Source: an optimization exercise on an open RTL-to-GDS flow (aim: small area). Production flows keep margins and buffers that such runs may drop. Function was not checked in any run shown here: the RTL went through the layout flow alone. Power and IR drop assume default switching activity.

===== flow/run.sh =====
#!/bin/bash
# Standard ORFS layout with two changes: synthesis maps logic with an
# area-oriented ABC script (flow/abc_area.script), and the ports are
# buffered with the smallest buffer cell.
set -euo pipefail
W=$(pwd)
rm -rf "$W/scripts_mod"
cp -r "$FLOW_HOME/scripts" "$W/scripts_mod"
cp "$W/flow/abc_area.script" "$W/scripts_mod/abc_area.script"
bash "$W/standard.sh" "SCRIPTS_DIR=$W/scripts_mod" \
  "BUFFER_PORTS_ARGS=-buffer_cell sky130_fd_sc_hd__buf_1" finish > "$W/standard_make.log" 2>&1

===== standard.sh =====
#!/bin/bash
# synth_recipe.tcl (not shown) runs the flow's synth.tcl, then flattens the netlist and writes it again
# the make line also repeats each setting of config.mk as NAME=value (left out here)
make -C /OpenROAD-flow-scripts/flow DESIGN_CONFIG=/design/flow/config.mk WORK_HOME=/design/flow/orfs CLKGATE_MAP_FILE= SYNTH_SCRIPT=/design/flow/synth_recipe.tcl "${@:-finish}"

===== flow/abc_area.script =====
strash
dch -f
&get -n
&nf -R 1000 -p
&put
topo

===== config.mk =====
export PLATFORM = sky130hd
export DESIGN_NAME = CPU
export DESIGN_NICKNAME = CPU
export VERILOG_FILES = /design/flow/design.v
export SDC_FILE = /design/flow/constraint.sdc
export NUM_CORES = 4
export LEC_CHECK = 0
export ABC_AREA = 1
export CAP_MARGIN = 20
export CORE_MARGIN = 2
export CORE_UTILIZATION = 40
export SETUP_SLACK_MARGIN = 0.05
export SLEW_MARGIN = 20

===== design.v =====
module    Prgm_Counter(clk, reset, PCsrc, offset, PCreg);
input                 PCsrc, clk, reset;
input         [7 : 0] offset;
output    reg [7 : 0] PCreg;
always@(posedge clk, negedge reset)
begin
    if (reset == 0)
        PCreg <= 8'd0;
    else
        PCreg <= PCreg + (PCsrc ? offset : 8'd0) + 8'd1;
end
endmodule
module ALU (op, A, B, sh, imm, ALUout);
    input		[3  : 0]	op;
    input		[15 : 0]	A, B;		 
    input		[2  : 0]	sh;
    input		[5  : 0]	imm;
    output	reg	[15 : 0]	ALUout;
    wire		[15 : 0]	addB = (op == 4'd0) ? B : {10'd0, imm};
    wire		[15 : 0]	sum  = A + addB;
    always@(*)
    begin
        case (op)
            4'd0, 4'd5, 4'd7, 4'd8:	ALUout = sum;
            4'd1:					ALUout = A << sh;
            4'd2:					ALUout = A >> sh;
            4'd3:					ALUout = A | B;
            4'd4:					ALUout = A & B;
            4'd6:					ALUout = {10'd0, imm};
            default:				ALUout = 16'd0;
        endcase
    end
endmodule
module Control_Unit(inst_in, isJump, isSw, isLw, regWrite, useImm, useSh);
input		[15 : 0]	inst_in;
output					isJump, isSw, isLw, regWrite, useImm, useSh;
wire		[3  : 0]	op = inst_in[3 : 0];
assign isJump	= (op == 4'd9);
assign isSw		= (op == 4'd8);
assign isLw		= (op == 4'd7);
assign regWrite	= ~op[3];
assign useImm	= (op == 4'd5 || op == 4'd6 || op == 4'd7 || op == 4'd8);
assign useSh	= (op == 4'd1 || op == 4'd2);
endmodule
module DataPath (clk, reset, nextData, regDataIn);
input					clk, reset;
input		[15 : 0]	nextData;
output reg	[15 : 0]	regDataIn;
always@(posedge clk)
begin
	if (reset == 1)
		regDataIn	<=	nextData;
end
endmodule
module Word (clk, reset, we, d, q);
parameter	[15 : 0]	INIT = 16'd0;
input					clk, reset, we;
input		[15 : 0]	d;
output reg	[15 : 0]	q;
always@(posedge clk, negedge reset)
begin
	if (reset == 0)
		q	<=	INIT;
	else if (we)
		q	<=	d;
end
endmodule
module RegFile (clk, reset, ra, rb, wa, we, wd, qa, qb, r0, r1, r2, r3, r4, r5, r6, r7);
input					clk, reset, we;
input		[2  : 0]	ra, rb, wa;
input		[15 : 0]	wd;
output		[15 : 0]	qa, qb, r0, r1, r2, r3, r4, r5, r6, r7;
wire		[7  : 0]	wsel;
genvar w;
generate
	for (w = 0; w < 8; w = w + 1) begin : g_ws
		assign wsel[w] = we && (wa == w);
	end
endgenerate
Word	W0 (clk, reset, wsel[0], wd, r0);
Word	W1 (clk, reset, wsel[1], wd, r1);
Word	W2 (clk, reset, wsel[2], wd, r2);
Word	W3 (clk, reset, wsel[3], wd, r3);
Word	W4 (clk, reset, wsel[4], wd, r4);
Word	W5 (clk, reset, wsel[5], wd, r5);
Word	W6 (clk, reset, wsel[6], wd, r6);
Word	W7 (clk, reset, wsel[7], wd, r7);
Mux8	MA (ra, r0, r1, r2, r3, r4, r5, r6, r7, qa);
Mux8	MB (rb, r0, r1, r2, r3, r4, r5, r6, r7, qb);
endmodule
module Mux8 (s, i0, i1, i2, i3, i4, i5, i6, i7, y);
input		[2  : 0]	s;
input		[15 : 0]	i0, i1, i2, i3, i4, i5, i6, i7;
output reg	[15 : 0]	y;
always@(*)
	case (s)
		3'd0: y = i0;	3'd1: y = i1;	3'd2: y = i2;	3'd3: y = i3;
		3'd4: y = i4;	3'd5: y = i5;	3'd6: y = i6;	default: y = i7;
	endcase
endmodule
module DataMem (clk, reset, addr, we, wd, rdata, m0, m1, m2, m3, m4, m5, m6, m7);
input					clk, reset, we;
input		[15 : 0]	addr, wd;
output reg	[15 : 0]	rdata;
output		[15 : 0]	m0, m1, m2, m3, m4, m5, m6, m7;
localparam	[511 : 0]	DMEM_RESET = {
	{19{16'd0}},
	16'd4, 16'd3, 16'd2, 16'd1, 16'd5,	 
	16'd5, 16'd12, 16'd8, 16'd3,		 
	16'd6, 16'd1, 16'd2, 16'd4			 
};
wire					inRange	=	(addr[15 : 5] == 11'd0);
wire		[31 : 0]	sel;
wire		[511 : 0]	mem;
genvar w;
generate
	for (w = 0; w < 32; w = w + 1) begin : g_w
		assign sel[w] = (addr[4 : 0] == w);
		Word #(.INIT(DMEM_RESET[16*w +: 16])) W (clk, reset, we && inRange && sel[w], wd, mem[16*w +: 16]);
	end
endgenerate
assign m0 = mem[  0 +: 16];
assign m1 = mem[ 16 +: 16];
assign m2 = mem[ 32 +: 16];
assign m3 = mem[ 48 +: 16];
assign m4 = mem[ 64 +: 16];
assign m5 = mem[ 80 +: 16];
assign m6 = mem[ 96 +: 16];
assign m7 = mem[112 +: 16];
integer k;
always@(*)
begin
	rdata = 16'd0;
	for (k = 0; k < 32; k = k + 1)
		rdata = rdata | (mem[16*k +: 16] & {16{sel[k]}});
	rdata = inRange ? rdata : 16'd0;
end
endmodule
module	CPU(clk, reset, instr, pc, reg0, reg1, reg2, reg3, reg4, reg5, reg6, reg7, dataMemValue0, dataMemValue1, dataMemValue2, dataMemValue3, dataMemValue4, dataMemValue5, dataMemValue6, dataMemValue7, ALUout, ALUin1, ALUin2, regDataIn);
output	[15 : 0]	reg0, reg1, reg2, reg3, reg4, reg5, reg6, reg7, dataMemValue0, dataMemValue1, dataMemValue2, dataMemValue3, dataMemValue4, dataMemValue5, dataMemValue6, dataMemValue7, ALUout, ALUin1, ALUin2, regDataIn;
input				clk, reset;
input	[15 : 0]	instr;
output	[7  : 0]	pc;
wire	[3  : 0]	op		=	instr[3 : 0];
wire	[2  : 0]	rd		=	instr[6 : 4];
wire	[2  : 0]	rs1		=	instr[9 : 7];
wire	[2  : 0]	rs2		=	instr[12 : 10];
wire	[2  : 0]	sh		=	instr[15 : 13];
wire	[5  : 0]	imm		=	instr[15 : 10];
wire				isJump, isSw, isLw, regWrite, useImm, useSh;
Control_Unit	C2	(instr, isJump, isSw, isLw, regWrite, useImm, useSh);
Prgm_Counter	C1	(clk, reset, isJump, instr[11 : 4], pc);
wire	[2  : 0]	addrB	=	isSw ? rd : rs2;
wire	[15 : 0]	portA, portB;
RegFile			RF	(clk, reset, rs1, addrB, rd, regWrite, nextData, portA, portB,
					 reg0, reg1, reg2, reg3, reg4, reg5, reg6, reg7);
assign ALUin1 = portA;
assign ALUin2 = useSh ? {13'd0, sh} : useImm ? {10'd0, imm} : portB;
ALU				DP1	(op, portA, portB, sh, imm, ALUout);
wire	[15 : 0]	memRead;
DataMem			DM	(clk, reset, ALUout, isSw, portB, memRead,
					 dataMemValue0, dataMemValue1, dataMemValue2, dataMemValue3,
					 dataMemValue4, dataMemValue5, dataMemValue6, dataMemValue7);
wire	[15 : 0]	nextData	=	isLw ? memRead : ALUout;
DataPath		RDI	(clk, reset, nextData, regDataIn);
endmodule

===== constraint.sdc =====
create_clock -name core_clock -period 7.0 [get_ports {clk}]
set_input_delay 1.4000 -clock core_clock [delete_from_list [all_inputs] [get_ports {clk}]]
set_output_delay 1.4000 -clock core_clock [all_outputs]
set_load 0.01 [all_outputs]

==> summary.md, run 1 <==
| Metric | Value |
|---|---|
| CP Launch Point | `instr[2]` |
| Total track usage | `32.9%` |
| CP startpoint kind | `primary input` |
| Multi-input logic area | `14,300 um^2` |
| Yosys cell types | `51` |
| Initial antenna violation count | `1` |
| 1st-pass router iterations | `6` |
| Clock Sinks | `664` |
| Fill cells | `6,513` |
| Clk latency of the worst-skew pair | `0.66 ns` |
| Synth top area share | `53.8%` |
| Via Count | `29,718` |
| DRT antenna net count | `0` |
| Clock Skew | `0.0288 ns` |
| FMAX | `0.142 GHz` |
| Post-CTS Hold Buffers | `0` |
| Tmin final | `7.04 ns` |
| Syn avg cell area | `9.57 um^2` |
| Core area | `72,700 um^2` |
| Worst EP required | `5.60 ns` |
| CTS tree | `yes` |
| Remaining Overflow, GRT | `0` |
| Post-synth EDFFs | `16` |
| Crit path kind | `in -> out` |
| Worst Tran Pin Value | `0.901 ns` |
| Largest net degree at the start of global routing | `167` |
| Worst Reg-to-Reg Cells | `26` |
| H-tree depth | `3` |
| Clk slew on worst S/H paths | `0.06 ns` |
| Num ports | `346` |
| Antenna fix cells | `0` |
| Hold/Removal Path Class | `reg -> reg` |
| Critical Path Sink | `ALUout[10]` |
| Reg area | `16,700 um^2` |
| Crit share post-route | `101%` |
| Clock Tree Root | `clkbuf_16` |
| Chip height | `275 um` |
| Worst path arrival time | `5.64 ns` |
| Routed Wire Length | `128,000 um` |
| Final GP Congestion | `0.997` |
| Leakage | `18.6 nW` |
| FF-to-FF End | `RDI.regDataIn[13]` |
| Starting Density | `40.3%` |
| Area Growth Syn to Fin | `40.7%` |
| Top FF cell, synth | `dfrtp_1` |
| Syn_nets | `3,102` |
| Setup tns final | `-0.0678 ns` |
| Dpl ws | `-0.711 ns` |
| DRT iter0 DRCs | `3,567` |
| Max transition margin | `40.0%` |
| Synth Cell Area | `29,300 um^2` |
| RSZ-0062 raised after global routing | `true` |
| Clock Path Buffers | `3` |
| Max stage delay on crit path | `0.34 ns` |
| Chip width | `275 um` |
| CP max stage cell | `fa_2` |
| Final Max Slew Viols | `0` |
| Cell taking the most area after synthesis | `dfrtp_1` |
| Violated checks | `negative setup slack` |
| Hold Violations, Final | `0` |
| Vias in the first global route | `27,846` |
| Synth warnings | `15` |
| Mapped Cells | `3,060` |
| Nets@finish | `4,035` |
| Register area share after synthesis | `57.1%` |
| Final setup fails | `3` |
| Max IR drop VDD | `0.245 mV` |
| Count of port buffers added during placement | `345` |
| Vias/cell | `5.93` |
| Synth Register Bits | `664` |
| Routed wire per std cell | `25.6 um` |
| Register-to-register setup slack | `1.31 ns` |
| Share of flip-flops with an asynchronous set or reset | `97.6%` |
| Hold Path Origin | `DM.g_w[12].W.q[2]` |
| First-pass GRT wire length | `184,000 um` |
| # rows | `99` |
| Reg-to-Reg Start | `RF.W0.q[0]` |
| Post-DP HPWL | `88,400 um` |
| Synth area leaders | `dfrtp_1 54%, a21oi_1 10%, nor2_1 8.4%, a22oi_1 7.3%, o21ai_0 3.0%` |
| PnR worst setup slack | `-0.0353 ns` |
| Status | `finished with violations` |
| Die ar. | `75,400 um^2` |
| CTS Buf Count | `74` |
| Max cap viols | `0` |
| Pwr dens | `283 nW/um^2` |
| Share of layout cells above drive strength 1 | `24.0%` |
| Critical path endpoint category | `output pin` |
| Worst-path fanout max | `5` |
| DRC | `0` |
-- layer usage --
layer | vias to the layer above | routed length, um | global-route usage (%)
li1 | 13297 | - | -
met1 | 14730 | 51500 | 43.8
met2 | 1403 | 60300 | 53.1
met3 | 286 | 9980 | 5.53
met4 | 2 | 6460 | 14.6
met5 | - | 9 | 0
-- cell usage in the layout (no fill, tap or decap), types with 10 or more instances in the layout --
cell type  Yosys  routed
dfrtp_1      629     629
nor2_1       652     611
a21oi_1      607     592
buf_4          0     386
buf_1          0     331
a22oi_1      284     231
nand2_1      210     204
clkbuf_16      0      79
o21ai_0      174      73
buf_6          0      63
o21ai_2        0      59
buf_12         0      58
a22oi_2        0      53
nand4_1       49      49
nand3_1       49      42
a22o_1        36      36
nor2_4         0      35
nor3_4         0      34
o21ai_1        0      33
clkinv_1      44      27
ha_1          22      21
dfstp_2       19      19
a221oi_2       0      18
or4_4          0      18
clkbuf_1       0      18
a221oi_1      36      17
edfxtp_1      16      16
clkbuf_8       0      15
o22ai_1       14      14
nor3_1        50      14
a31oi_1       13      13
a222oi_1      13      13
inv_2          0      13
nand2b_1      15      12
nor2b_1       13      12
clkinv_2       0      11
a21oi_4        0      10
a21o_1        10      10
-- timing repair --
item	CTS	global route
gates cloned	0	14
setup endpoints to repair	34	174
buffers inserted	13	62
resized for setup	35	372
pin swaps	33	133
-- synthesized netlist by cell type, drive strengths merged, types with 16 or more instances --
cell      n
ha       22
o21ai   174
a21oi   607
or4      20
dfstp    19
clkinv   44
a22oi   284
dfrtp   629
nor3     50
nand2   210
edfxtp   16
nor2    652
a22o     36
nand3    49
nand4    49
a221oi   36
-- registers in the layout, indices dropped and copies added, names as in the netlist --
name	count
C1.PCreg	8
DM.g_w.W.q	512
RDI.regDataIn	16
RF.W0.q	16
RF.W1.q	16
RF.W2.q	16
RF.W3.q	16
RF.W4.q	16
RF.W5.q	16
RF.W6.q	16
RF.W7.q	16
-- power breakdown --
group          switching, mW  internal [mW]  total, mW
Sequential             0.489           4.28       4.77
Combinational           1.75           1.02       2.78
Clock                   1.72           2.38       4.09
Total                   3.96           7.68       11.6
-- cells by family (layout without fill, tap and decap cells) --
group / count (synthesis) / in the layout / share of synthesized area (%)
and+or+nand+nor: 1091 / 1092 / 15.7
muxes: 7 / 7 / 0.244
DFF: 664 / 664 / 57.1
buffers and inverters: 44 / 1036 / 0.564
adders and majority gates: 24 / 24 / 1.08
AOI/OAI and AO/OA: 1219 / 1219 / 25.0
xor gates and xnor gates: 11 / 11 / 0.329
-- critical path: cells and delay by family --
family                     cells  cell delay [ns]
AOI/OAI and AO/OA              8             1.20
adders and majority gates      2             0.53
buffers and inverters          7             0.83
muxes                          1             0.27
and+or+nand+nor               11             1.38
-- worst min path at each step --
stage / end / slack [ns] / cells past startpoint
floorplan: DM.g_w[11].W.q[0] / 0.48 / 2
global placement: DM.g_w[8].W.q[0] / 0.49 / 2
detailed placement: DM.g_w[8].W.q[2] / 0.50 / 2
CTS: DM.g_w[12].W.q[2] / 0.51 / 2
global route: DM.g_w[3].W.q[1] / 0.54 / 2
finish: DM.g_w[12].W.q[2] / 0.51 / 2
-- metrics by stage --
stage | std cells | total power [mW] | instance area, um^2 | util, % | hold WS [ns]
floorplan | 3060 | 5.78 | 30100 | - | 0.481
global placement | 4788 | 7.22 | 36600 | 50.4 | 0.488
detailed placement | 4788 | 7.26 | 36600 | 50.4 | 0.496
CTS | 4937 | 11.4 | 39400 | 54.2 | 0.505
global route | 5012 | 12.1 | 41200 | 56.6 | 0.541
finish | 5012 | 11.6 | 41200 | 56.6 | 0.507
-- area by class of cell --
cell class                 instances  share of cell area [%]
multi-input combinational       2353                    34.6
sequential                       664                    40.6
clock buffer                     107                    5.16
tap                              959                    2.91
clock inverter                    29                    1.06
inverter                          44                   0.483
timing repair buffer             856                    15.2
==> run 2, diff against run 1 <==
--- a/design.v
+++ b/design.v
@@ -3,4 +3,5 @@
 input         [7 : 0] offset;
 output    reg [7 : 0] PCreg;
+wire          [8 : 0] sum = {PCreg, 1'b1} + {(PCsrc ? offset : 8'd0), 1'b1};
 always@(posedge clk, negedge reset)
 begin
@@ -8,27 +9,90 @@
         PCreg <= 8'd0;
     else
-        PCreg <= PCreg + (PCsrc ? offset : 8'd0) + 8'd1;
-end
-endmodule
-module ALU (op, A, B, sh, imm, ALUout);
+        PCreg <= sum[8 : 1];
+end
+endmodule
+module ALU (op, A, X, sh, ALUout);
     input		[3  : 0]	op;
-    input		[15 : 0]	A, B;		 
+    input		[15 : 0]	A, X;
     input		[2  : 0]	sh;
-    input		[5  : 0]	imm;
     output	reg	[15 : 0]	ALUout;
-    wire		[15 : 0]	addB = (op == 4'd0) ? B : {10'd0, imm};
-    wire		[15 : 0]	sum  = A + addB;
+    wire		[15 : 0]	sum;
+    Adder16		ADD	(A, X, sum);
+    wire					left = ~op[1];
+    wire		[15 : 0]	Arev, src, shr, shrRev;
+    genvar i;
+    generate
+        for (i = 0; i < 16; i = i + 1) begin : g_rev
+            assign Arev[i]   = A[15 - i];
+            assign shrRev[i] = shr[15 - i];
+        end
+    endgenerate
+    assign src = left ? Arev : A;
+    assign shr = src >> sh;
     always@(*)
     begin
         case (op)
             4'd0, 4'd5, 4'd7, 4'd8:	ALUout = sum;
-            4'd1:					ALUout = A << sh;
-            4'd2:					ALUout = A >> sh;
-            4'd3:					ALUout = A | B;
-            4'd4:					ALUout = A & B;
-            4'd6:					ALUout = {10'd0, imm};
+            4'd1:					ALUout = shrRev;
+            4'd2:					ALUout = shr;
+            4'd3:					ALUout = A | X;
+            4'd4:					ALUout = A & X;
+            4'd6:					ALUout = X;
             default:				ALUout = 16'd0;
         endcase
     end
+endmodule
+module Adder16 (a, b, s);
+    input		[15 : 0]	a, b;
+    output		[15 : 0]	s;
+    wire		[15 : 0]	g = a & b;
+    wire		[15 : 0]	p = a ^ b;
+    wire		[15 : 0]	G1, P1, G2, P2, G3, P3;
+    wire		[15 : 0]	C;
+    genvar i;
+    generate
+        for (i = 0; i < 16; i = i + 1) begin : g_l1
+            if (i % 2 == 1) begin : g_o
+                assign G1[i] = g[i] | (p[i] & g[i-1]);
+                assign P1[i] = p[i] & p[i-1];
+            end else begin : g_e
+                assign G1[i] = g[i];
+                assign P1[i] = p[i];
+            end
+        end
+        for (i = 0; i < 16; i = i + 1) begin : g_l2
+            if (i % 4 == 3) begin : g_o
+                assign G2[i] = G1[i] | (P1[i] & G1[i-2]);
+                assign P2[i] = P1[i] & P1[i-2];
+            end else begin : g_e
+                assign G2[i] = G1[i];
+                assign P2[i] = P1[i];
+            end
+        end
+        for (i = 0; i < 16; i = i + 1) begin : g_l3
+            if (i % 8 == 7) begin : g_o
+                assign G3[i] = G2[i] | (P2[i] & G2[i-4]);
+                assign P3[i] = P2[i] & P2[i-4];
+            end else begin : g_e
+                assign G3[i] = G2[i];
+                assign P3[i] = P2[i];
+            end
+        end
+    endgenerate
+    assign C[0]  = g[0];
+    assign C[1]  = G1[1];
+    assign C[3]  = G2[3];
+    assign C[7]  = G3[7];
+    assign C[15] = G3[15] | (P3[15] & C[7]);
+    assign C[11] = G2[11] | (P2[11] & C[7]);
+    assign C[5]  = G1[5]  | (P1[5]  & C[3]);
+    assign C[9]  = G1[9]  | (P1[9]  & C[7]);
+    assign C[13] = G1[13] | (P1[13] & C[11]);
+    generate
+        for (i = 2; i < 16; i = i + 2) begin : g_l7
+            assign C[i] = g[i] | (p[i] & C[i-1]);
+        end
+    endgenerate
+    assign s = p ^ {C[14 : 0], 1'b0};
 endmodule
 module Control_Unit(inst_in, isJump, isSw, isLw, regWrite, useImm, useSh);
@@ -157,5 +221,5 @@
 assign ALUin1 = portA;
 assign ALUin2 = useSh ? {13'd0, sh} : useImm ? {10'd0, imm} : portB;
-ALU				DP1	(op, portA, portB, sh, imm, ALUout);
+ALU				DP1	(op, portA, ALUin2, sh, ALUout);
 wire	[15 : 0]	memRead;
 DataMem			DM	(clk, reset, ALUout, isSw, portB, memRead,
==> run 2 against run 1 <==
- still fails the layout checks on negative setup slack
- critical path depth is 6 higher
- sequential share of layout area is 2.3 points lower
- die area hardly changed
- combinational power is 9.0% higher
- cell count is 0.36% higher
- core utilization is 3.4 points higher
- via count is 0.11% lower
- highest routed layer is now met4
==> summary.md, run 2 <==
| Metric | Value |
|---|---|
| Synth Register Bits | `664` |
| Post-CTS Hold Buffers | `0` |
| Switching Share | `34.0%` |
| Placed insts | `4,773` |
| Pwr Total | `11.9 mW` |
| RSZ-0062 raised after global routing | `true` |
| Max stage delay on crit path | `0.35 ns` |
| Final GP Congestion | `1.01` |
| Cell taking the most area after synthesis | `dfrtp_1` |
| Commonest non-fill, non-tap cells in the layout | `629 x dfrtp_1, 454 x nor2_1, 413 x a21oi_1` |
| Worst path bufs/invs | `7` |
| Initial antenna violation count | `0` |
| 1st-pass router iterations | `12` |
| Clock Sinks | `664` |
| Count of port buffers added during placement | `345` |
| DRT antenna net count | `0` |
| Worst path arrival time | `6.55 ns` |
| Clk slew on worst S/H paths | `0.05 ns` |
| Vias in the first global route | `27,460` |
| Largest Register | `DM.g_w.W.q` |
| Synth area leaders | `dfrtp_1 54%, a21oi_1 9.9%, a22oi_1 8.6%, nor2_1 7.9%, o21ai_0 2.8%` |
| Chip height | `275 um` |
| Worst Reg-to-Reg Cells | `38` |
| CTS Buf Count | `75` |
| Die ar. | `75,400 um^2` |
| Most common cell after layout, fill and taps aside | `dfrtp_1` |
| Syn_nets | `3,068` |
| Max cap viols | `0` |
| Tmin final | `7.95 ns` |
| Post-DP HPWL | `83,000 um` |
| Hold/Removal Path Class | `reg -> reg` |
| Nets@finish | `4,078` |
| Synth top area share | `53.7%` |
| Area post-placement | `36,800 um^2` |
| Max reg flops | `512` |
| Setup tns final | `-503.27 ns` |
| Synth warnings | `15` |
| CP top delay family | `compound AO/OA/AOI/OAI gates` |
| Remaining Overflow, GRT | `0` |
| Crit share post-route | `114%` |
| Hold path cells | `2` |
| Final setup fails | `669` |
| Sequential share of power | `40.3%` |
| Mapped Cells | `3,002` |
| Final instance area | `43,700 um^2` |
| Worst Tran Pin Value | `0.896 ns` |
| Syn avg cell area | `9.76 um^2` |
| Worst EP required | `5.60 ns` |
| Clk latency of the worst-skew pair | `0.64 ns` |
| Worst path depth | `35` |
| Largest net degree at the start of global routing | `145` |
| Crit path kind | `in -> out` |
| CP startpoint kind | `primary input` |
| Clock Path Buffers | `3` |
| Top FF cell, synth | `dfrtp_1` |
| Max transition margin | `40.2%` |
| Clock Skew | `0.0426 ns` |
| H-tree depth | `3` |
| Pwr dens | `272 nW/um^2` |
| Vias/cell | `5.90` |
| Register area share after synthesis | `57.1%` |
| FMAX | `0.126 GHz` |
| Fin cells | `5,030` |
| Share of flip-flops with an asynchronous set or reset | `97.6%` |
| Antenna fix cells | `0` |
| # rows | `99` |
| Post-synth EDFFs | `16` |
| Share of layout cells above drive strength 1 | `30.0%` |
| Final Max Slew Viols | `0` |
| Cell with the most instances after synthesis | `dfrtp_1` |
| Cell-internal power | `7.83 mW` |
| Synth Cell Area | `29,300 um^2` |
| Max IR drop VDD | `0.223 mV` |
| Psw | `4.04 mW` |
| Core area | `72,700 um^2` |
| Worst-path fanout max | `4` |
| Leakage | `19.4 nW` |
| Via Count | `29,684` |
| Comb pwr share | `25.6%` |
| DRT iter0 DRCs | `3,210` |
| Hold Violations, Final | `0` |
| Yosys cell types | `49` |
| Critical path endpoint category | `output pin` |
| Routed wire per std cell | `25.1 um` |
| CTS tree | `yes` |
| Starting Density | `40.3%` |
| Area Growth Syn to Fin | `49.1%` |
| Most frequent CP cell | `a21o_1` |
| Violated checks | `negative setup slack` |
| Total track usage | `31.4%` |
| CP max stage cell | `fa_2` |
| Clock Tree Root | `clkbuf_16` |
| Register-to-register setup slack | `0.57 ns` |
| Routed Wire Length | `126,000 um` |
| DRC | `0` |
| Status | `finished with violations` |
| Chip width | `275 um` |
| First-pass GRT wire length | `178,000 um` |
| Synth top cells by count | `629 x dfrtp_1, 617 x nor2_1, 580 x a21oi_1, 337 x a22oi_1, 202 x nand2_1` |
| Num ports | `346` |
| Clock power share | `34.1%` |
| PnR worst setup slack | `-0.949 ns` |
run 2: changes by cell type after synthesis, moves of 14 or more:
cell / delta
clkinv_1: +16
a22oi_1: +53
nand4_1: +29
ha_1: +17
a221oi_1: -29
or4_1: -19
mux2i_1: +18
a22o_1: -29
nor4_1: +14
nand3_1: -36
a21oi_1: -27
nor2_1: -35
run 2: path summary, 6_finish.rpt:
path,startpoint,endpoint
max,instr[1],ALUout[15]
min in group asynchronous,reset,DM.g_w[4].W.q[8]
min,DM.g_w[10].W.q[1],DM.g_w[10].W.q[1]
max in group asynchronous,reset,DM.g_w[1].W.q[10]
min reg2reg,DM.g_w[10].W.q[1],DM.g_w[10].W.q[1]
max reg2reg,RF.W6.q[0],DM.g_w[21].W.q[1]
run 2: final cells by class:
cell class,count,area [um^2]
fill,6016,29000
timing repair buffer,933,7740
sequential,664,16700
clock buffer,111,2190
clock inverter,25,320
multi-input combinational,2278,15300
inverter,60,235
tap,959,1200
run 2: power groups by stage:
stage / Sequential [mW] / Clock [mW] / Combinational, mW
after floorplan: 4.76 / 0 / 0.971
after global placement: 4.75 / 0 / 2.54
after detailed placement: 4.76 / 0 / 2.57
after CTS: 4.69 / 4.09 / 2.71
after global routing: 4.82 / 4.27 / 3.22
final: 4.78 / 4.05 / 3.03
run 2: stage by stage:
| step | hold WS, ns | worst slack, ns | util, % |
|---|---|---|---|
| 4_1_cts | 0.503 | -0.899 | 56.1 |
| 5_1_grt | 0.525 | -1.14 | 60.1 |
| 2_1_floorplan | 0.481 | -2.56 | - |
| 3_5_place_dp | 0.491 | -1.59 | 50.6 |
| 3_3_place_gp | 0.489 | -1.53 | 50.6 |
| 6_report | 0.502 | -0.949 | 60.1 |
run 2: cell families after synthesis:
logic type,count (synthesis),synth area share [%]
buf+inv,60,0.769
simple gates,1021,14.6
fa+ha+maj,48,2.28
flops,664,57.1
xor+xnor,14,0.419
mux,30,1.05
compound gates,1165,23.8
run 2: worst reg2reg max path, delay by kind of cell (launching register included):
| family | cells | cell delay (ns) |
|---|---|---|
| AOI/OAI and AO/OA | 14 | 1.95 |
| and+or+nand+nor | 11 | 1.66 |
| buffers and inverters | 9 | 1.16 |
| adders and majority gates | 3 | 0.90 |
| DFF | 1 | 0.51 |
| xor gates and xnor gates | 1 | 0.17 |
run 2: what timing repair did:
action,in CTS,in global routing
setup endpoints to repair,669,670
cloned,21,30
resized for setup,177,603
pin swaps,52,94
buffers inserted,53,25
run 2: layer usage:
layer / GRT usage [%] / share of wire (%)
met2: 49.3 / 46
met5: 0 / 0
met3: 5.02 / 7.6
met4: 16.7 / 6.6
met1: 41.9 / 40
==> run 3, diff against run 2 <==
--- a/config.mk
+++ b/config.mk
@@ -10,4 +10,5 @@
 export CORE_MARGIN = 2
 export CORE_UTILIZATION = 40
+export GPL_TIMING_DRIVEN = 0
 export SETUP_SLACK_MARGIN = 0.05
 export SLEW_MARGIN = 20
==> run 3 against run 2 <==
- the layout still fails its checks (negative setup slack)
- non-clock buffer count decreased by 121
- first-iteration DRC count increased by 32%
- core utilization increased by 2.2 points
- sequential share of layout area decreased by 1.4 points
- synthesized area unchanged
- fmax decreased by 4.3%
- global-route usage increased by 0.37 points
- critical path depth decreased by 5
- largest cell class unchanged
==> summary.md, run 3 <==
| Metric | Value |
|---|---|
| Status | `finished with violations` |
| Violated checks | `negative setup slack` |
| Multi-input logic area | `16,700 um^2` |
| Cell with the most instances after synthesis | `dfrtp_1` |
| Largest Register | `DM.g_w.W.q` |
| Synth Cell Area | `29,300 um^2` |
| Post-synth EDFFs | `16` |
| Share of flip-flops with an asynchronous set or reset | `97.6%` |
| Final setup fails | `672` |
| Worst-path fanout max | `5` |
| Synth top cells by count | `629 x dfrtp_1, 617 x nor2_1, 580 x a21oi_1, 337 x a22oi_1, 202 x nand2_1` |
| Commonest non-fill, non-tap cells in the layout | `629 x dfrtp_1, 350 x nor2_1, 337 x a21oi_1` |
| DRC | `0` |
| Worst Tran Pin Value | `1.28 ns` |
| Mapped Cells | `3,002` |
| Remaining Overflow, GRT | `0` |
| Core area | `72,700 um^2` |
| Worst path arrival time | `6.91 ns` |
| Crit path kind | `in -> out` |
| Leakage | `19.6 nW` |
| Num ports | `346` |
| CTS Buf Count | `74` |
| Final Max Slew Viols | `0` |
| CTS tree | `yes` |
| Most common cell after layout, fill and taps aside | `dfrtp_1` |
| Pwr dens | `263 nW/um^2` |
| Largest net degree at the start of global routing | `33` |
| RSZ-0062 raised after global routing | `true` |
| Max IR drop VDD | `0.231 mV` |
| Register area share after synthesis | `57.1%` |
| Tmin final | `8.31 ns` |
| Max stage delay on crit path | `0.43 ns` |
| Vias in the first global route | `26,892` |
| Yosys cell types | `49` |
| Clk latency of the worst-skew pair | `0.65 ns` |
| 1st-pass router iterations | `7` |
| First-pass GRT wire length | `178,000 um` |
| DRT iter0 DRCs | `4,228` |
| Dpl ws | `-4.46 ns` |
| Share of layout cells above drive strength 1 | `34.7%` |
| CP max stage cell | `fa_2` |
| Hold Violations, Final | `0` |
| Clock Tree Root | `clkbuf_16` |
| Total track usage | `31.8%` |
| Reg area | `16,700 um^2` |
| Nets@finish | `3,970` |
| PnR worst setup slack | `-1.31 ns` |
| Chip width | `275 um` |
| Final GP Congestion | `0.935` |
| Die ar. | `75,400 um^2` |
| DRT antenna net count | `0` |
| Synth top area share | `53.7%` |
| Finished Core Util | `62.3%` |
| Clock Sinks | `664` |
| Final instance area | `45,300 um^2` |
| Routed Wire Length | `140,000 um` |
| Worst EP required | `5.60 ns` |
| Post-DP HPWL | `81,700 um` |
| Count of port buffers added during placement | `345` |
| Top FF cell, synth | `dfrtp_1` |
| Placed insts | `4,418` |
| Post-CTS Hold Buffers | `0` |
| Cell taking the most area after synthesis | `dfrtp_1` |
| Syn avg cell area | `9.76 um^2` |
| Clock Path Buffers | `3` |
| FMAX | `0.120 GHz` |
| Synth warnings | `15` |
| Max cap viols | `0` |
| Fill cells | `5,580` |
| CP startpoint kind | `primary input` |
| Via Count | `30,936` |
| Syn_nets | `3,068` |
| Routed wire per std cell | `28.3 um` |
| Clk slew on worst S/H paths | `0.06 ns` |
| Antenna fix cells | `0` |
| Max transition margin | `13.9%` |
| # rows | `99` |
| Critical path endpoint category | `output pin` |
| Chip height | `275 um` |
| Hold/Removal Path Class | `reg -> reg` |
| Hold_ws | `0.503 ns` |
| H-tree depth | `3` |
| Pwr Total | `11.9 mW` |
| Starting Density | `40.3%` |
| Fin cells | `4,923` |
| Area post-placement | `34,400 um^2` |
| Synth Register Bits | `664` |
| Most frequent CP cell | `a21o_1` |
| Crit share post-route | `119%` |
| Max reg flops | `512` |
| Setup tns final | `-703.24 ns` |
| Synth area leaders | `dfrtp_1 54%, a21oi_1 9.9%, a22oi_1 8.6%, nor2_1 7.9%, o21ai_0 2.8%` |
| Initial antenna violation count | `1` |
| Vias/cell | `6.28` |
| Area Growth Syn to Fin | `54.7%` |
| Clock Skew | `0.0384 ns` |
==> run 3: power by group <==
part           internal (mW)  switching [mW]  leakage [nW]
combinational           1.18            2.04          9.34
sequential              4.27           0.458          9.03
clock                   2.25            1.73          1.19
==> run 3: final timing paths <==
| check | start | end | slack [ns] | depth (start not counted) |
|---|---|---|---|---|
| min in group asynchronous | reset | C1.PCreg[0] | 0.82 | 1 |
| max | instr[0] | ALUout[8] | -1.31 | 30 |
| max in group asynchronous | reset | DM.g_w[26].W.q[10] | 4.33 | 8 |
| max reg2reg | RF.W0.q[3] | DM.g_w[31].W.q[6] | 0.32 | 26 |
| min reg2reg | DM.g_w[10].W.q[1] | DM.g_w[10].W.q[1] | 0.50 | 2 |
| min | DM.g_w[10].W.q[1] | DM.g_w[10].W.q[1] | 0.50 | 2 |
==> run 3: critical path, delay by kind of cell <==
kind | cells | cell delay, ns
AO/OA/AOI/OAI | 10 | 2.10
multiplexers | 1 | 0.35
AND/OR/NAND/NOR | 6 | 0.89
buffers and inverters | 11 | 1.45
adder cells (fa/ha/maj) | 2 | 0.67
==> run 3: kinds of logic after synthesis <==
family | Yosys count | share of synthesized area, %
compound gates | 1165 | 23.8
xor+xnor | 14 | 0.419
fa+ha+maj | 48 | 2.28
buf+inv | 60 | 0.769
flops | 664 | 57.1
mux | 30 | 1.05
simple gates | 1021 | 14.6
==> run 3: final cells by class <==
| class | count | area share, % |
|---|---|---|
| clock buffer | 108 | 4.70 |
| timing repair inverter | 1 | 0.0359 |
| inverter | 60 | 0.630 |
| clock inverter | 28 | 0.693 |
| sequential | 664 | 36.9 |
| timing repair buffer | 812 | 17.5 |
| multi-input combinational | 2291 | 36.9 |
| tap | 959 | 2.65 |
==> run 3: per-layer routing <==
metal  GRT usage [%]  share of wire, %  vias up
met4            19.0               8.2        2
li1                -                 -    12986
met5               0            0.0079        -
met2            49.2                45     2032
met3            7.25                11      575
met1            40.8                36    15341
==> run 3: repair_timing <==
item	CTS	global route
resized for setup	425	806
pin swaps	186	154
buffers inserted	178	111
gates cloned	20	71
endpoints found under the hold margin	0	0
setup endpoints to repair	672	672
==> run 4, diff against run 3 <==
==> flow/run.sh (replaced) <==
#!/bin/bash
# Standard ORFS layout with these changes: synthesis maps logic with an
# area-oriented ABC script (flow/abc_area.script), except the adder, which
# is mapped with ORFS's speed script (flow/patch_synth.py); and the ports
# are buffered with the smallest buffer cell.
set -euo pipefail
W=$(pwd)
rm -rf "$W/scripts_mod"
cp -r "$FLOW_HOME/scripts" "$W/scripts_mod"
cp "$W/flow/abc_area.script" "$W/scripts_mod/abc_area.script"
python3 "$W/flow/patch_synth.py" "$W/scripts_mod/synth.tcl"
bash "$W/standard.sh" "SCRIPTS_DIR=$W/scripts_mod" \
  "BUFFER_PORTS_ARGS=-buffer_cell sky130_fd_sc_hd__buf_1" finish > "$W/standard_make.log" 2>&1
==> flow/patch_synth.py (new file) <==
# Patch the copied ORFS synth.tcl: keep module Adder16 as its own module
# through synthesis and map it with ABC's speed script; the rest of the
# design is mapped with the area script. synth_recipe.tcl flattens afterwards.
import sys
path = sys.argv[1]
s = open(path).read()
a = "hierarchy -check -top $::env(DESIGN_NAME)\n"
assert a in s
s = s.replace(a, a + "setattr -mod -set keep_hierarchy 1 Adder16\n", 1)
b = "  log_cmd abc {*}$abc_args\n"
assert b in s
s = s.replace(b,
    "  set fast_args [lreplace $abc_args 1 1 $::env(SCRIPTS_DIR)/abc_speed.script]\n"
    "  log_cmd abc {*}$abc_args $::env(DESIGN_NAME)\n"
    "  log_cmd abc {*}$fast_args Adder16\n", 1)
open(path, "w").write(s)
--- a/config.mk
+++ b/config.mk
@@ -10,5 +10,4 @@
 export CORE_MARGIN = 2
 export CORE_UTILIZATION = 40
-export GPL_TIMING_DRIVEN = 0
 export SETUP_SLACK_MARGIN = 0.05
 export SLEW_MARGIN = 20
==> run 4 against run 3 <==
- the layout still fails its checks (negative setup slack)
- global-route usage increased by 1.7 points
- sequential cell count unchanged
- final area decreased by 0.74%
- routed wire length decreased by 4.9%
- clock power about the same
- cell count increased by 1.9%
- synthesized cell count decreased by 1.7%
- via count decreased by 1.6%
- critical endpoint is now ALUout[10]
- largest cell class unchanged
- largest power group unchanged
==> summary.md, run 4 <==
| Metric | Value |
|---|---|
| Clock Skew | `0.0280 ns` |
| Via Count | `30,439` |
| Final GP Congestion | `0.984` |
| PnR worst setup slack | `-0.391 ns` |
| Starting Density | `40.5%` |
| Max IR drop VDD | `0.233 mV` |
| Nets@finish | `4,057` |
| 1st-pass router iterations | `8` |
| Yosys cell types | `50` |
| DRT antenna net count | `0` |
| H-tree depth | `3` |
| CP max stage cell | `fa_2` |
| Vias/cell | `6.07` |
| First-pass GRT wire length | `188,000 um` |
| Commonest non-fill, non-tap cells in the layout | `629 x dfrtp_1, 393 x buf_4, 375 x nor2_1` |
| Initial antenna violation count | `3` |
| Share of layout cells above drive strength 1 | `34.4%` |
| Fill cells | `5,779` |
| Synth top cells by count | `629 x dfrtp_1, 587 x a21oi_1, 584 x nor2_1, 343 x a22oi_1, 166 x o21ai_0` |
| Post-DP HPWL | `84,300 um` |
| Final Max Slew Viols | `0` |
| Violated checks | `negative setup slack` |
| Routed Wire Length | `133,000 um` |
| Clk latency of the worst-skew pair | `0.63 ns` |
| Dpl ws | `-1.03 ns` |
| Largest net degree at the start of global routing | `156` |
| Vias in the first global route | `29,227` |
| Share of flip-flops with an asynchronous set or reset | `97.6%` |
| Hold/Removal Path Class | `reg -> reg` |
| Syn avg cell area | `9.86 um^2` |
| Core area | `71,700 um^2` |
| Tmin final | `7.39 ns` |
| Num ports | `346` |
| Routed wire per std cell | `26.4 um` |
| Synth Cell Area | `29,100 um^2` |
| Most common cell after layout, fill and taps aside | `dfrtp_1` |
| Top FF cell, synth | `dfrtp_1` |
| Die ar. | `74,900 um^2` |
| Syn_nets | `2,997` |
| Placed insts | `4,715` |
| Max stage delay on crit path | `0.53 ns` |
| Synth area leaders | `dfrtp_1 54%, a21oi_1 10%, a22oi_1 8.9%, nor2_1 7.5%, o21ai_0 2.9%` |
| Cell with the most instances after synthesis | `dfrtp_1` |
| Area post-placement | `36,800 um^2` |
| Chip height | `274 um` |
| Largest Register | `DM.g_w.W.q` |
| Cell taking the most area after synthesis | `dfrtp_1` |
| Area Growth Syn to Fin | `54.7%` |
| Status | `finished with violations` |
| Total track usage | `33.4%` |
| Worst-path fanout max | `5` |
| DRT iter0 DRCs | `3,542` |
| Critical path endpoint category | `output pin` |
| Final instance area | `45,000 um^2` |
| Mapped Cells | `2,950` |
| Remaining Overflow, GRT | `0` |
| Leakage | `19.6 nW` |
| Hold Violations, Final | `0` |
| Final setup fails | `568` |
| CTS Buf Count | `74` |
| RSZ-0062 raised after global routing | `true` |
| Clock Path Buffers | `3` |
| Count of port buffers added during placement | `345` |
| Pwr dens | `271 nW/um^2` |
| Most frequent CP cell | `buf_6` |
| Crit share post-route | `106%` |
| Synth warnings | `15` |
| CP startpoint kind | `primary input` |
| Post-synth EDFFs | `16` |
| Post-CTS Hold Buffers | `0` |
| DRC | `0` |
| Clock Tree Root | `clkbuf_16` |
| Antenna fix cells | `0` |
| Worst Tran Pin Value | `0.915 ns` |
| # rows | `98` |
| Hold path cells | `2` |
| Worst path arrival time | `5.99 ns` |
| Chip width | `274 um` |
| Clk slew on worst S/H paths | `0.06 ns` |
| Synth Register Bits | `664` |
| Worst Reg-to-Reg Cells | `26` |
| CTS tree | `yes` |
| Worst EP required | `5.60 ns` |
| FMAX | `0.135 GHz` |
| Max reg flops | `512` |
| Crit path kind | `in -> out` |
| Fin cells | `5,018` |
| Pwr Total | `12.2 mW` |
| Max cap viols | `0` |
| Clock Sinks | `664` |
| Max transition margin | `38.6%` |
| Register area share after synthesis | `57.5%` |
| Synth top area share | `54.1%` |
run 4: cell types whose count changed in the layout (fill, tap and decap cells not counted), sizes merged, moves of 10 or more:
cell	before	now
buf	753	963
nand2	205	161
clkbuf	166	129
nor2	618	584
and3	2	33
ha	39	20
a222oi	4	19
or4	1	16
nor4	17	3
nand2b	23	11
clkinv	73	63
run 4: worst paths after layout:
| kind | startpoint | end | slack, ns |
|---|---|---|---|
| min in group asynchronous | reset | DM.g_w[17].W.q[12] | 0.83 |
| worst min register to register | DM.g_w[12].W.q[2] | DM.g_w[12].W.q[2] | 0.51 |
| worst min-delay path | DM.g_w[12].W.q[2] | DM.g_w[12].W.q[2] | 0.51 |
| worst max register to register | RF.W3.q[5] | DM.g_w[28].W.q[11] | 1.00 |
| worst max-delay path | instr[0] | ALUout[10] | -0.39 |
| max in group asynchronous | reset | DM.g_w[2].W.q[4] | 4.50 |
run 4: metrics by stage:
| step | hold WS (ns) | TNS (ns) | utilization [%] |
|---|---|---|---|
| 6_report | 0.509 | -87.48 | 62.7 |
| 5_1_grt | 0.515 | -215.97 | 62.7 |
| 4_1_cts | 0.503 | -20.99 | 59.0 |
| 3_5_place_dp | 0.495 | -545.97 | 51.3 |
| 3_3_place_gp | 0.489 | -558.82 | 51.2 |
| 2_1_floorplan | 0.481 | -738.38 | - |
run 4: power by group:
part / switching [mW] / total [mW] / internal (mW)
clock: 1.65 / 3.96 / 2.31
combinational: 1.99 / 3.37 / 1.38
sequential: 0.559 / 4.88 / 4.32
total: 4.20 / 12.2 / 8.01
run 4: critical path, delay by kind of cell:
family	cells	cell delay [ns]
AOI/OAI and AO/OA	8	1.33
adders and majority gates	2	0.81
and+or+nand+nor	7	1.25
muxes	1	0.27
buffers and inverters	9	0.92
run 4: cell families (layout without fill, tap and decap cells):
family / count (synthesis) / after routing / synth area share (%)
AND/OR/NAND/NOR: 969 / 969 / 14.3
buffers and inverters: 60 / 1178 / 0.774
XOR/XNOR: 15 / 15 / 0.452
adder cells (fa/ha/maj): 29 / 29 / 1.48
multiplexers: 28 / 28 / 1.13
flip-flops: 664 / 664 / 57.5
AO/OA/AOI/OAI: 1185 / 1185 / 24.4
run 4: per-layer routing:
metal / vias up / global-route usage [%] / part of all wire (%)
li1: 13176 / - / -
met4: 6 / 17.1 / 5.8
met3: 390 / 6.38 / 8.2
met2: 1638 / 53.9 / 47
met1: 15229 / 42.9 / 39
met5: - / 0 / 0.029
run 4: layout make-up:
class	count	area [um^2]	area share [%]
Inverter	60	236	0.526
Sequential cell	664	16700	37.2
Clock buffer	109	2170	4.83
Tap cell	950	1190	2.64
Clock inverter	25	258	0.573
Multi-Input combinational cell	2226	15500	34.4
Timing Repair Buffer	984	8920	19.8
run 4: per-module statistics from Yosys, one instance, submodules excluded:
module	copies in the design	cells
CPU	1	2885
Adder16	1	65
run 4: what timing repair did:
action / in CTS / in global routing
pin swaps: 63 / 113
gates resized for setup: 334 / 561
setup buffers: 70 / 53
gates cloned: 48 / 22
hold endpoints to repair: 0 / 0
setup endpoints to repair: 667 / 670
==> run 5, diff against run 4 <==
--- a/design.v
+++ b/design.v
@@ -11,4 +11,23 @@
         PCreg <= sum[8 : 1];
 end
+endmodule
+module ExecUnit (instr, r0, r1, r2, r3, r4, r5, r6, r7, ALUin1, ALUin2, ALUout, storeN);
+input		[15 : 0]	instr, r0, r1, r2, r3, r4, r5, r6, r7;
+output		[15 : 0]	ALUin1, ALUin2, ALUout, storeN;
+wire		[15 : 0]	portB;
+wire		[3  : 0]	op		=	instr[3 : 0];
+wire		[2  : 0]	rd		=	instr[6 : 4];
+wire		[2  : 0]	rs1		=	instr[9 : 7];
+wire		[2  : 0]	rs2		=	instr[12 : 10];
+wire		[2  : 0]	sh		=	instr[15 : 13];
+wire		[5  : 0]	imm		=	instr[15 : 10];
+wire					isSw	=	(op == 4'd8);
+wire					useImm	=	(op == 4'd5 || op == 4'd6 || op == 4'd7 || op == 4'd8);
+wire					useSh	=	(op == 4'd1 || op == 4'd2);
+Mux8	MA (rs1, r0, r1, r2, r3, r4, r5, r6, r7, ALUin1);
+Mux8	MB (isSw ? rd : rs2, r0, r1, r2, r3, r4, r5, r6, r7, portB);
+assign storeN = ~portB;
+assign ALUin2 = useSh ? {13'd0, sh} : useImm ? {10'd0, imm} : portB;
+ALU		DP1	(op, ALUin1, ALUin2, sh, ALUout);
 endmodule
 module ALU (op, A, X, sh, ALUout);
@@ -130,9 +149,9 @@
 end
 endmodule
-module RegFile (clk, reset, ra, rb, wa, we, wd, qa, qb, r0, r1, r2, r3, r4, r5, r6, r7);
+module RegFile (clk, reset, wa, we, wd, r0, r1, r2, r3, r4, r5, r6, r7);
 input					clk, reset, we;
-input		[2  : 0]	ra, rb, wa;
+input		[2  : 0]	wa;
 input		[15 : 0]	wd;
-output		[15 : 0]	qa, qb, r0, r1, r2, r3, r4, r5, r6, r7;
+output		[15 : 0]	r0, r1, r2, r3, r4, r5, r6, r7;
 wire		[7  : 0]	wsel;
 genvar w;
@@ -150,16 +169,13 @@
 Word	W6 (clk, reset, wsel[6], wd, r6);
 Word	W7 (clk, reset, wsel[7], wd, r7);
-Mux8	MA (ra, r0, r1, r2, r3, r4, r5, r6, r7, qa);
-Mux8	MB (rb, r0, r1, r2, r3, r4, r5, r6, r7, qb);
 endmodule
 module Mux8 (s, i0, i1, i2, i3, i4, i5, i6, i7, y);
 input		[2  : 0]	s;
 input		[15 : 0]	i0, i1, i2, i3, i4, i5, i6, i7;
-output reg	[15 : 0]	y;
-always@(*)
-	case (s)
-		3'd0: y = i0;	3'd1: y = i1;	3'd2: y = i2;	3'd3: y = i3;
-		3'd4: y = i4;	3'd5: y = i5;	3'd6: y = i6;	default: y = i7;
-	endcase
+output		[15 : 0]	y;
+assign y =	({16{s == 3'd0}} & i0) | ({16{s == 3'd1}} & i1) |
+			({16{s == 3'd2}} & i2) | ({16{s == 3'd3}} & i3) |
+			({16{s == 3'd4}} & i4) | ({16{s == 3'd5}} & i5) |
+			({16{s == 3'd6}} & i6) | ({16{s == 3'd7}} & i7);
 endmodule
 module DataMem (clk, reset, addr, we, wd, rdata, m0, m1, m2, m3, m4, m5, m6, m7);
@@ -215,16 +231,15 @@
 Control_Unit	C2	(instr, isJump, isSw, isLw, regWrite, useImm, useSh);
 Prgm_Counter	C1	(clk, reset, isJump, instr[11 : 4], pc);
-wire	[2  : 0]	addrB	=	isSw ? rd : rs2;
-wire	[15 : 0]	portA, portB;
-RegFile			RF	(clk, reset, rs1, addrB, rd, regWrite, nextData, portA, portB,
-					 reg0, reg1, reg2, reg3, reg4, reg5, reg6, reg7);
-assign ALUin1 = portA;
-assign ALUin2 = useSh ? {13'd0, sh} : useImm ? {10'd0, imm} : portB;
-ALU				DP1	(op, portA, ALUin2, sh, ALUout);
+wire	[15 : 0]	nextData;
+wire	[15 : 0]	r0, r1, r2, r3, r4, r5, r6, r7;
+RegFile			RF	(clk, reset, rd, regWrite, nextData, r0, r1, r2, r3, r4, r5, r6, r7);
+assign {reg0, reg1, reg2, reg3, reg4, reg5, reg6, reg7} = {r0, r1, r2, r3, r4, r5, r6, r7};
+wire	[15 : 0]	storeN;
+ExecUnit		EX	(instr, r0, r1, r2, r3, r4, r5, r6, r7, ALUin1, ALUin2, ALUout, storeN);
 wire	[15 : 0]	memRead;
-DataMem			DM	(clk, reset, ALUout, isSw, portB, memRead,
+DataMem			DM	(clk, reset, ALUout, isSw, ~storeN, memRead,
 					 dataMemValue0, dataMemValue1, dataMemValue2, dataMemValue3,
 					 dataMemValue4, dataMemValue5, dataMemValue6, dataMemValue7);
-wire	[15 : 0]	nextData	=	isLw ? memRead : ALUout;
+assign				nextData	=	isLw ? memRead : ALUout;
 DataPath		RDI	(clk, reset, nextData, regDataIn);
 endmodule
==> flow/run.sh (replaced) <==
#!/bin/bash
# Standard ORFS layout with these changes: synthesis maps logic with an
# area-oriented ABC script (flow/abc_area.script), except the register reads and ALU (module ExecUnit), which
# is mapped with a delay-oriented script (flow/abc_fast.script, flow/patch_synth.py); and the ports
# are buffered with the smallest buffer cell.
set -euo pipefail
W=$(pwd)
rm -rf "$W/scripts_mod"
cp -r "$FLOW_HOME/scripts" "$W/scripts_mod"
cp "$W/flow/abc_area.script" "$W/flow/abc_fast.script" "$W/scripts_mod/"
python3 "$W/flow/patch_synth.py" "$W/scripts_mod/synth.tcl"
bash "$W/standard.sh" "SCRIPTS_DIR=$W/scripts_mod" \
  "BUFFER_PORTS_ARGS=-buffer_cell sky130_fd_sc_hd__buf_1" finish > "$W/standard_make.log" 2>&1
==> flow/abc_fast.script (new file) <==
strash
dch -f
&get -n
&nf -p
&put
topo
==> flow/patch_synth.py (replaced) <==
# Patch the copied ORFS synth.tcl: keep module ExecUnit (register reads,
# operand selection, ALU) as its own module through synthesis and map it with
# a delay-oriented ABC script (abc_fast.script, copied beside synth.tcl); the
# rest of the design is mapped with the area script. synth_recipe.tcl
# flattens the design afterwards.
import sys
path = sys.argv[1]
s = open(path).read()
a = "hierarchy -check -top $::env(DESIGN_NAME)\n"
assert a in s
s = s.replace(a, a + "setattr -mod -set keep_hierarchy 1 ExecUnit\n", 1)
b = "  log_cmd abc {*}$abc_args\n"
assert b in s
s = s.replace(b,
    "  set fast_args [lreplace $abc_args 1 1 $::env(SCRIPTS_DIR)/abc_fast.script]\n"
    "  log_cmd abc {*}$abc_args $::env(DESIGN_NAME)\n"
    "  log_cmd abc {*}$fast_args ExecUnit\n", 1)
open(path, "w").write(s)
==> run 5 against run 4 <==
- highest routed layer is now met4
- critical path type unchanged
- clock-buffer cell count up 1
- non-clock buffer count fell by 117
- critical endpoint is now ALUout[14]
- the layout still fails its checks (negative setup slack)
- final area down 8.9%
- largest cell class unchanged
- synthesized area is 0.97% higher
- combinational power decreased by 4%
- global-route usage decreased by 1.2 points
==> summary.md, run 5 <==
| Metric | Value |
|---|---|
| Violated checks | `negative setup slack` |
| Final Max Slew Viols | `0` |
| Vias/cell | `6.02` |
| Starting Density | `40.3%` |
| Synth area leaders | `dfrtp_1 54%, a21oi_1 9.1%, nor2_1 7.0%, a22oi_1 7.0%, o21ai_0 2.4%` |
| Worst path bufs/invs | `8` |
| Max IR drop VDD | `0.207 mV` |
| Yosys cell types | `47` |
| Synth top cells by count | `629 x dfrtp_1, 549 x nor2_1, 532 x a21oi_1, 272 x a22oi_1, 179 x nand2_1` |
| Worst path arrival time | `6.64 ns` |
| Post-synth EDFFs | `16` |
| Clk latency of the worst-skew pair | `0.62 ns` |
| Register area share after synthesis | `56.9%` |
| H-tree depth | `3` |
| Share of layout cells above drive strength 1 | `23.0%` |
| Core area | `72,800 um^2` |
| Count of port buffers added during placement | `345` |
| CTS tree | `yes` |
| # rows | `99` |
| Critical path endpoint category | `output pin` |
| Largest net degree at the start of global routing | `165` |
| Crit share post-route | `115%` |
| Share of flip-flops with an asynchronous set or reset | `97.6%` |
| Largest Register | `DM.g_w.W.q` |
| Clk slew on worst S/H paths | `0.06 ns` |
| Cell taking the most area after synthesis | `dfrtp_1` |
| Clock Skew | `0.0206 ns` |
| Final instance area | `41,000 um^2` |
| Routed wire per std cell | `27.3 um` |
| FMAX | `0.124 GHz` |
| Top FF cell, synth | `dfrtp_1` |
| Hold_ws | `0.504 ns` |
| CP startpoint kind | `primary input` |
| First-pass GRT wire length | `181,000 um` |
| DRT antenna net count | `0` |
| Fill cells | `6,462` |
| Post-DP HPWL | `90,200 um` |
| Syn avg cell area | `10.1 um^2` |
| Synth warnings | `14` |
| Final GP Congestion | `0.986` |
| Remaining Overflow, GRT | `0` |
| Mapped Cells | `2,921` |
| Area post-placement | `36,300 um^2` |
| Hold Path Origin | `DM.g_w[8].W.q[0]` |
| Num ports | `346` |
| DRC | `0` |
| Hold/Removal Path Class | `reg -> reg` |
| Hold path cells | `2` |
| Final setup fails | `670` |
| Worst Tran Pin Value | `1.02 ns` |
| Crit path kind | `in -> out` |
| Leakage | `18.3 nW` |
| Pwr dens | `298 nW/um^2` |
| Reg-to-Reg Start | `RF.W0.q[0]` |
| CP top delay family | `compound AO/OA/AOI/OAI gates` |
| Most common cell after layout, fill and taps aside | `dfrtp_1` |
| Clock Path Buffers | `3` |
| Nets@finish | `3,928` |
| PnR worst setup slack | `-1.04 ns` |
| Chip width | `275 um` |
| Worst EP required | `5.60 ns` |
| Synth top area share | `53.6%` |
| Max stage delay on crit path | `0.55 ns` |
| Hold Violations, Final | `0` |
| Total track usage | `32.2%` |
| Pwr Total | `12.2 mW` |
| CP Launch Point | `instr[0]` |
| Die ar. | `75,600 um^2` |
| CP max stage cell | `fa_2` |
| Commonest non-fill, non-tap cells in the layout | `629 x dfrtp_1, 507 x nor2_1, 498 x a21oi_1` |
| Area Growth Syn to Fin | `39.6%` |
| Synth Cell Area | `29,400 um^2` |
| Clock Tree Root | `clkbuf_16` |
| Synth Register Bits | `664` |
| Clock Sinks | `664` |
| 1st-pass router iterations | `6` |
| Worst Reg-to-Reg Cells | `30` |
| Syn_nets | `2,987` |
| Cell with the most instances after synthesis | `dfrtp_1` |
| Routed Wire Length | `133,000 um` |
| Chip height | `275 um` |
| Max reg flops | `512` |
| Most frequent CP cell | `buf_6` |
| Vias in the first global route | `26,816` |
| Initial antenna violation count | `1` |
| DRT iter0 DRCs | `3,651` |
| CTS Buf Count | `72` |
| Via Count | `29,379` |
| Dpl ws | `-1.77 ns` |
| Setup tns final | `-413.00 ns` |
| Max cap viols | `0` |
| Status | `finished with violations` |
| Worst-path fanout max | `6` |
| Max transition margin | `31.8%` |
| RSZ-0062 raised after global routing | `true` |
| Worst path depth | `28` |
| Post-CTS Hold Buffers | `0` |
| Tmin final | `8.04 ns` |
-- run 5: changes by cell type after synthesis, moves of 22 or more --
cell	previous run	this run
a22o_1	7	64
nand4_1	74	22
nor2_1	584	549
a21oi_1	587	532
a221oi_1	8	69
nand3_1	21	56
a22oi_1	343	272
o21ai_0	166	140
nor3_1	40	18
nor2b_1	7	38
-- run 5: cell families after synthesis --
family | count (synthesis) | synth area share (%)
DFF | 664 | 56.9
buffers and inverters | 62 | 0.792
AOI/OAI and AO/OA | 1125 | 23.7
muxes | 42 | 1.53
and+or+nand+nor | 966 | 14.3
adders and majority gates | 48 | 2.28
xor gates and xnor gates | 14 | 0.418
-- run 5: final cells by class --
cell class	instances	area, um^2	share of cell area, %
Sequential cell	664	16700	40.8
Tap cell	959	1200	2.93
Clock inverter	23	259	0.632
Antenna cell	1	2.50	0.00610
Inverter	62	238	0.580
Multi-Input combinational cell	2195	13700	33.4
Clock buffer	110	2190	5.34
Timing Repair Buffer	867	6680	16.3
-- run 5: worst register-to-register path, delay by kind of cell (launching register included) --
kind / cells / cell delay [ns]
AOI/OAI and AO/OA: 14 / 2.13
and+or+nand+nor: 7 / 1.56
adders and majority gates: 3 / 1.08
buffers and inverters: 6 / 0.90
DFF: 1 / 0.47
-- run 5: routing by layer --
metal | vias up | part of all wire [%] | routed length (um) | track usage [%]
met5 | - | 0 | 0 | 0
met4 | 0 | 4.9 | 6480 | 10.7
met3 | 365 | 9.5 | 12600 | 5.53
met2 | 1740 | 46 | 61100 | 51.2
met1 | 14471 | 40 | 53100 | 44.8
li1 | 12803 | - | - | -
-- run 5: through the flow --
stage / instances / utilization [%]
detailed placement: 4680 / 49.9
global placement: 4679 / 49.9
finish: 4881 / 56.3
global route: 4881 / 56.3
floorplan: 2921 / -
CTS: 4834 / 53.9
-- run 5: path summary, 6_finish.rpt --
check | to | slack [ns]
max | ALUout[14] | -1.04
max in group asynchronous | DM.g_w[3].W.q[10] | 4.69
max reg2reg | DM.g_w[6].W.q[15] | 0.80
min in group asynchronous | RF.W4.q[14] | 0.85
min | DM.g_w[8].W.q[0] | 0.50
min reg2reg | DM.g_w[8].W.q[0] | 0.50
-- run 5: modules after synthesis, one instance, submodules excluded --
module	cell area, um^2	cells inside	times used	flops+latches
CPU	25900	2448	1	664
ExecUnit	3480	473	1	0
-- run 5: repair_timing --
item	4_1_cts	5_1_grt
cloned	0	27
pin swaps	25	46
resized for setup	67	271
endpoints found under the hold margin	0	0
buffers inserted	21	21
endpoints found under the setup margin	670	670
-- run 5: power by group --
group | leakage (nW) | total [mW] | internal [mW] | switching, mW
Clock | 1.21 | 3.97 | 2.35 | 1.62
Sequential | 9.01 | 5.02 | 4.41 | 0.614
Combinational | 8.04 | 3.25 | 1.26 | 1.99

==> re-timing with driven ports <==
Ports are ideal in the flow. The routed layouts listed here were re-timed in OpenROAD. Step 1 (the two cells are an assumption about what drives the block):
set clk [get_ports {clk}]
set_driving_cell -lib_cell sky130_fd_sc_hd__clkbuf_16 $clk
set_driving_cell -lib_cell sky130_fd_sc_hd__buf_2 [delete_from_list [all_inputs] $clk]
Step 2 adds t to the input delays and takes it off the output delays; t is the mean of the earliest and latest rising clock arrival at the registers after step 1. Input paths then give back, and output paths get back, about the clock's delay inside the block. Slacks: ideal ports / drivers / drivers and shift; pairs: ideal ports / drivers.
run	t, ns	setup WS [ns]	worst register clock-pin slew, ns	worst slew at a driven data input, ns
run 1	0.707	-0.035 / -0.061 / -0.649	0.07 / 0.07	0.04
run 2	0.684	-0.949 / -0.983 / -1.585	0.07 / 0.07	0.09
run 3	0.694	-1.306 / -1.374 / -1.968	0.07 / 0.07	0.12
run 4	0.680	-0.391 / -0.427 / -1.028	0.07 / 0.07	0.05
run 5	0.684	-1.042 / -1.082 / -1.494	0.07 / 0.07	0.07
The setup slack of run 3, which loses most, moves by -0.068 ns with the drivers and by -0.662 ns with both steps.
